Source: an optimization exercise on an open RTL-to-GDS flow (aim: small area and a short achievable clock period). Production flows keep margins and buffers that such runs may drop. In this exercise RTL edits were held to simulation tests only and were not proved equivalent to the original.

### design/flow/config.mk
export PLATFORM = sky130hd
export DESIGN_NAME = custom_isa_extensions
export DESIGN_NICKNAME = custom_isa_extensions
export VERILOG_FILES = /design/flow/design.v
export SDC_FILE = /design/flow/constraint.sdc
export NUM_CORES = 4
export LEC_CHECK = 0
export CAP_MARGIN = 20
export CORE_MARGIN = 2
export CORE_UTILIZATION = 40
export SLEW_MARGIN = 20
### design/flow/constraint.sdc
create_clock -name core_clock -period 9.0 [get_ports {clk}]
set_input_delay 1.8000 -clock core_clock [delete_from_list [all_inputs] [get_ports {clk}]]
set_output_delay 1.8000 -clock core_clock [all_outputs]
set_load 0.01 [all_outputs]
### design/flow/design.v
module custom_isa_extensions (
    input wire clk,
    input wire resetn,
    input wire is_custom_instruction,
    input wire is_vconv_instruction,
    input wire is_relu_instruction,
    input wire is_madd_instruction,
    input wire is_gemm_instruction,
    input wire [31:0] rs1_data,
    input wire [31:0] rs2_data,
    input wire [31:0] rs3_data,
    input wire instruction_valid,
    output reg instruction_ready,
    output reg [31:0] result_data,
    input wire [31:0] mem_addr,
    input wire [31:0] mem_wdata,
    output reg [31:0] mem_rdata,
    input wire [3:0] mem_wstrb,
    input wire mem_valid,
    output reg mem_ready,
    input wire mem_we
);
    typedef enum logic [2:0] {
        IDLE,
        DECODE,
        EXECUTE_VCONV,
        EXECUTE_RELU,
        EXECUTE_MADD,
        EXECUTE_GEMM,
        COMPLETE
    } state_t;
    state_t current_state, next_state;
    reg [7:0] execution_counter;
    reg [31:0] temp_result;
    reg [15:0] vconv_accumulator [0:7];
    reg [3:0] vconv_index;
    reg [31:0] relu_input;
    reg [63:0] madd_product;
    reg [15:0] gemm_accumulator [0:15];
    reg [3:0] gemm_row, gemm_col;
    always @(posedge clk) begin
        if (!resetn) begin
            current_state <= IDLE;
        end else begin
            current_state <= next_state;
        end
    end
    always @(*) begin
        next_state = current_state;
        case (current_state)
            IDLE: begin
                if (instruction_valid && is_custom_instruction) begin
                    next_state = DECODE;
                end
            end
            DECODE: begin
                if (is_vconv_instruction) begin
                    next_state = EXECUTE_VCONV;
                end else if (is_relu_instruction) begin
                    next_state = EXECUTE_RELU;
                end else if (is_madd_instruction) begin
                    next_state = EXECUTE_MADD;
                end else if (is_gemm_instruction) begin
                    next_state = EXECUTE_GEMM;
                end else begin
                    next_state = IDLE;
                end
            end
            EXECUTE_VCONV: begin
                if (execution_counter >= 8'd15) begin  
                    next_state = COMPLETE;
                end
            end
            EXECUTE_RELU: begin
                if (execution_counter >= 8'd3) begin  
                    next_state = COMPLETE;
                end
            end
            EXECUTE_MADD: begin
                if (execution_counter >= 8'd7) begin  
                    next_state = COMPLETE;
                end
            end
            EXECUTE_GEMM: begin
                if (execution_counter >= 8'd31) begin  
                    next_state = COMPLETE;
                end
            end
            COMPLETE: begin
                next_state = IDLE;
            end
            default: begin
                next_state = IDLE;
            end
        endcase
    end
    always @(posedge clk) begin
        if (!resetn) begin
            instruction_ready <= 1'b0;
            result_data <= 32'h0;
            execution_counter <= 8'h0;
            temp_result <= 32'h0;
            for (int i = 0; i < 8; i++) begin
                vconv_accumulator[i] <= 16'h0;
            end
            for (int i = 0; i < 16; i++) begin
                gemm_accumulator[i] <= 16'h0;
            end
            vconv_index <= 4'h0;
            gemm_row <= 4'h0;
            gemm_col <= 4'h0;
        end else begin
            case (current_state)
                IDLE: begin
                    instruction_ready <= 1'b1;
                    execution_counter <= 8'h0;
                    result_data <= 32'h0;
                end
                DECODE: begin
                    instruction_ready <= 1'b0;
                    execution_counter <= 8'h0;
                end
                EXECUTE_VCONV: begin
                    execution_counter <= execution_counter + 1;
                    if (execution_counter < 8) begin
                        if (vconv_index < 4'd8)
                            vconv_accumulator[vconv_index[2:0]] <= vconv_accumulator[vconv_index[2:0]] +
                                                                  rs1_data[15:0] * rs2_data[15:0];
                        vconv_index <= vconv_index + 1;
                    end else begin
                        temp_result <= temp_result + {16'h0, vconv_accumulator[execution_counter - 8]};
                    end
                    if (execution_counter == 8'd15) begin
                        result_data <= temp_result;
                    end
                end
                EXECUTE_RELU: begin
                    execution_counter <= execution_counter + 1;
                    case (execution_counter)
                        8'd0: begin
                            relu_input <= rs1_data;
                        end
                        8'd1: begin
                            if (relu_input[31] == 1'b1) begin
                                temp_result <= 32'h0;  
                            end else begin
                                temp_result <= relu_input;  
                            end
                        end
                        8'd2: begin
                            result_data <= temp_result;
                        end
                        8'd3: begin
                            result_data <= temp_result;
                        end
                    endcase
                end
                EXECUTE_MADD: begin
                    execution_counter <= execution_counter + 1;
                    case (execution_counter)
                        8'd0: begin
                            madd_product <= rs1_data * rs2_data;
                        end
                        8'd1, 8'd2, 8'd3: begin
                            madd_product <= madd_product;
                        end
                        8'd4: begin
                            temp_result <= madd_product[31:0] + rs3_data;
                        end
                        8'd5, 8'd6: begin
                            temp_result <= temp_result;
                        end
                        8'd7: begin
                            result_data <= temp_result;
                        end
                    endcase
                end
                EXECUTE_GEMM: begin
                    execution_counter <= execution_counter + 1;
                    if (execution_counter < 16) begin
                        gemm_accumulator[gemm_row * 4 + gemm_col] <= 
                            gemm_accumulator[gemm_row * 4 + gemm_col] + 
                            rs1_data[15:0] * rs2_data[15:0];
                        if (gemm_col == 3) begin
                            gemm_col <= 0;
                            if (gemm_row == 3) begin
                                gemm_row <= 0;
                            end else begin
                                gemm_row <= gemm_row + 1;
                            end
                        end else begin
                            gemm_col <= gemm_col + 1;
                        end
                    end else begin
                        temp_result <= temp_result + {16'h0, gemm_accumulator[execution_counter - 16]};
                        if (execution_counter == 8'd31) begin
                            result_data <= temp_result;
                        end
                    end
                end
                COMPLETE: begin
                    instruction_ready <= 1'b1;
                end
                default: begin
                    instruction_ready <= 1'b0;
                    result_data <= 32'h0;
                end
            endcase
        end
    end
    always @(posedge clk) begin
        if (!resetn) begin
            mem_ready <= 1'b1;
            mem_rdata <= 32'h0;
        end else begin
            if (mem_valid) begin
                if (mem_we) begin
                    mem_ready <= 1'b1;
                end else begin
                    mem_rdata <= {mem_addr[7:0], mem_addr[15:8], mem_addr[23:16], mem_addr[31:24]};
                    mem_ready <= 1'b1;
                end
            end else begin
                mem_ready <= 1'b1;
            end
        end
    end
endmodule
### design/flow/run.sh
#!/bin/bash
# synth_recipe.tcl (not shown) runs the flow's synth.tcl, then flattens the netlist and writes it again
# the make line also repeats each setting of config.mk as NAME=value (left out here)
make -C /OpenROAD-flow-scripts/flow DESIGN_CONFIG=/design/flow/config.mk WORK_HOME=/design/flow/orfs CLKGATE_MAP_FILE= SYNTH_SCRIPT=/design/flow/synth_recipe.tcl finish
==> run summary <==
## worst max path at each step
stage / from / end / slack, ps / depth (start not counted)
after global routing: rs2_data[9] / madd_product[27] / 100 / 24
after global placement: rs2_data[9] / madd_product[31] / -120 / 22
after CTS: rs2_data[9] / madd_product[27] / 450 / 24
final: rs1_data[14] / madd_product[30] / 450 / 23
after detailed placement: rs2_data[9] / madd_product[30] / -190 / 25
after floorplan: rs2_data[2] / madd_product[30] / 750 / 24
## worst register-to-register path, cell delays in order, from the launching register on
cell and delay (ps):
dfxtp_4 960, buf_4 700, mux4_2 620, mux2i_1 330
a21o_1 220, inv_1 50, ha_1 270, a21o_1 160
a21o_1 210, a211oi_1 540, o211ai_1 260, a31oi_1 590
nor3_1 240, nand3_1 170, mux2i_1 90, o41a_1 300
## cell usage in the layout, fill, tap and decap left out, types with 22 or more instances in the layout
| master | n |
|---|---|
| dfxtp_1 | 123 |
| o21a_1 | 29 |
| mux2i_1 | 30 |
| inv_1 | 595 |
| a21boi_0 | 41 |
| mux4_2 | 224 |
| a21boi_1 | 22 |
| buf_4 | 194 |
| clkdlybuf4s50_1 | 201 |
| a21oi_1 | 113 |
| xor2_1 | 48 |
| nand2_1 | 439 |
| a31oi_1 | 24 |
| buf_12 | 27 |
| ha_1 | 255 |
| nor3_1 | 33 |
| fa_1 | 492 |
| and2_1 | 321 |
| nand3_1 | 71 |
| clkbuf_16 | 68 |
| edfxtp_1 | 448 |
| nor2_1 | 488 |
| xnor2_1 | 140 |
| o21ai_0 | 83 |
| a21o_1 | 39 |
## cell families after synthesis
kind of cell,Yosys count
AO/OA/AOI/OAI,496
XOR/XNOR,195
adder cells (fa/ha/maj),748
buffers and inverters,850
flip-flops,575
multiplexers,268
other,1
AND/OR/NAND/NOR,1473
## metrics by stage
step	instances	utilization [%]	TNS, ps
final	6530	46.12	0
after detailed placement	6412	44.41	-2108
after CTS	6528	46.12	0
after floorplan	4606	-	0
after global placement	6412	44.40	-969.1
after global routing	6528	46.12	0
## layer usage
layer,global-route usage (%),up-vias,wire length [µm]
met5,0,-,116
met4,5.798,18,3677
met3,4.561,231,13020
met2,36.92,1452,67330
met1,32.87,17890,62950
li1,-,15920,-
## sequential cells by signal, indices dropped and copies added (netlist names), named ones only
signal	count
current_state	3
execution_counter	8
gemm_accumulator	256
gemm_col	4
gemm_row	4
instruction_ready	1
madd_product	32
mem_rdata	32
relu_input	32
result_data	32
temp_result	32
vconv_accumulator	128
vconv_index	4
## Yosys cell counts (24+ instances only)
cell type	count	area, µm²
a21boi_0	41	307.8
a21o_1	39	292.8
a21oi_1	114	570.6
a31oi_1	24	150.1
and2_1	321	2008
buf_1	29	108.9
buf_2	27	135.1
clkbuf_1	188	705.7
dfxtp_1	127	2542
edfxtp_1	448	13450
fa_1	492	9849
ha_1	256	3203
inv_1	595	2233
mux2i_1	30	300.3
mux4_2	224	5045
nand2_1	440	1652
nand3_1	71	355.3
nor2_1	491	1843
nor3_1	34	170.2
o21a_1	29	217.7
o21ai_0	83	415.4
xnor2_1	142	1244
xor2_1	49	429.2
## layout make-up
type | instances | area share (%)
repair buffers | 422 | 7.030
inverters | 597 | 3.930
flip-flops and latches | 575 | 28.07
multi-input cells | 3181 | 53.68
clock inverters | 27 | 0.4717
well taps | 1637 | 3.592
diodes | 2 | 0.008777
clock buffers | 89 | 3.217
==> out/results.tsv <==
metric	value	unit
sequential share of the synthesized area	32.10	%
EDFF count, synth	448	
Netlist cell types	94	
type of element capturing the critical path	register	
worst path bufs/invs	4	
Worst slew margin	25.43	%
Cells after Synth	4606	
CTS tree	yes	
most used cell, CP	fa_1	
Synth Area in Simple Gates	13.74	%
die width	356.9	µm
CTS root buffer	clkbuf_16	
net count after synthesis	5528	
Tcrit/Tclk final	95.04	%
max-cap violations	0	
dpl ws	-192.8	ps
async set-reset flop share out of synthesis	0	%
HP Start	result_data[9]	
clk sinks	575	
core area	123600	µm²
hold depth	2	
largest family of logic cells by synthesized area	adder cells	
vias in the first global route	36330	
gr ovfl total	0	
die area	127400	µm²
total clock buffers created by CTS	66	
final setup fails	0	
critical path's largest stage delay	630	ps
R2R Path End	temp_result[31]	
cts hold-fix bufs	0	
Final WS setup	446.4	ps
Final Hold Vio Count	0	
post-CTS setup buffer count	0	
routability congestion estimate	0.8851	
Slew @ Worst Pin	1115	ps
CP max-delay cell	clkdlybuf4s50_1	
Setup crit start kind	primary input	
layout cells sized above 1	12.43	%
Starting Density	40.30	%
final-stage net count	5765	
crit path DAT	8900	ps
mux cell area share after synthesis	11.04	%
final WL	147100	µm
Post-Synthesis Cell Area	49820	µm²
Pre-antenna DRT Iters	6	
CP delay by family, top	adder cells	
r2r setup slk	3200	ps
Hold Slack	448.2	ps
initial DRC count	3226	
routed len/inst	22.53	µm
CP Class	in2reg	
Req. time, crit path	9350	ps
post-synthesis xor/xnor area fraction	3.538	%
Cell Chain, Critical Path	clkdlybuf4s50_1 > buf_4 > and2_1 > fa_1 > fa_1 > fa_1 > inv_1 > fa_1 > inv_1 > fa_1 > fa_1 > fa_1 > fa_1 > ha_1 > a21o_1 > a21o_1 > a21oi_1 > o21ai_0 > o2111a_1 > nand3_1 > a31oi_1 > mux2i_1 > nand2_1	
syn avg cell area	10.82	µm²
Syn. warnings	1	
Main synth FF type	edfxtp_1	
largest net degree at the start of global routing	85	
H-Tree Depth	3	
area post-placement	54910	µm²
CTS clock-pin slew for the worst setup and hold paths	50	ps
Top Ports	240	
antenna-violating nets left	0	
adder and majority cell fraction of the synthesized area	26.20	%
Fmax	116.9	MHz
first-pass GRT wire length	223800	µm
reg2reg path depth	15	
DRC	0	
clock latency (worst-skew pair)	630	ps
vias	35510	
row count	129	
Hold Crit Endpoint	result_data[9]	
Layout area overhead	14.46	%
Slew Limit Fails	0	
Compound-Gate Fraction of Synth Area	6.778	%
final worst path period need	8554	ps
post-route cell area	57020	µm²
outcome	no timing/DRC/antenna violations	
Critical Path Fanout Max	5	
DR vias/cell	5.438	
unrepaired setup endpoints after global routing	false	
Worst Skew	38.22	ps
antenna violations before repair	13	
FF/Latch Area	16010	µm²
#FFs+latches synth	575	
I/O Buffers	202	
detailed-placement wirelength estimate	108300	µm
CTS resizes	0	
multi-input logic area	30610	µm²
die span in y	356.9	µm
CTS Buffer Depth	3	
FILL cells	11480	
worst min path class	reg2reg	
GRT Total Usage	23.28	%

==> re-timing with driven ports <==
The flow's constraints put no driver on any port. The routed layout listed below was extracted and timed again, unchanged, in two steps.
Step 1 assumes that a clkbuf_16 drives the clock port and a buf_2 every other input.
Step 2 moves the port delays by t, midway between the first and last clock arrival at a register: inputs arrive t later, outputs are due t later. That takes back most of the time a late clock gives input paths.
a / b / c = ideal ports / drivers / drivers and shift; a / b = the first two.
t, ns: 0.680
slack for setup (ns): 0.446 / 0.399 / -0.281
worst hold slack (ns): 0.448 / 0.448 / 0.448
clock arrival spread, ns: 0.040 / 0.041
With both steps, setup timing fails in this run, where it was met with ideal ports. The setup slack of this run moves by -0.047 ns with the drivers and by -0.727 ns with both steps.
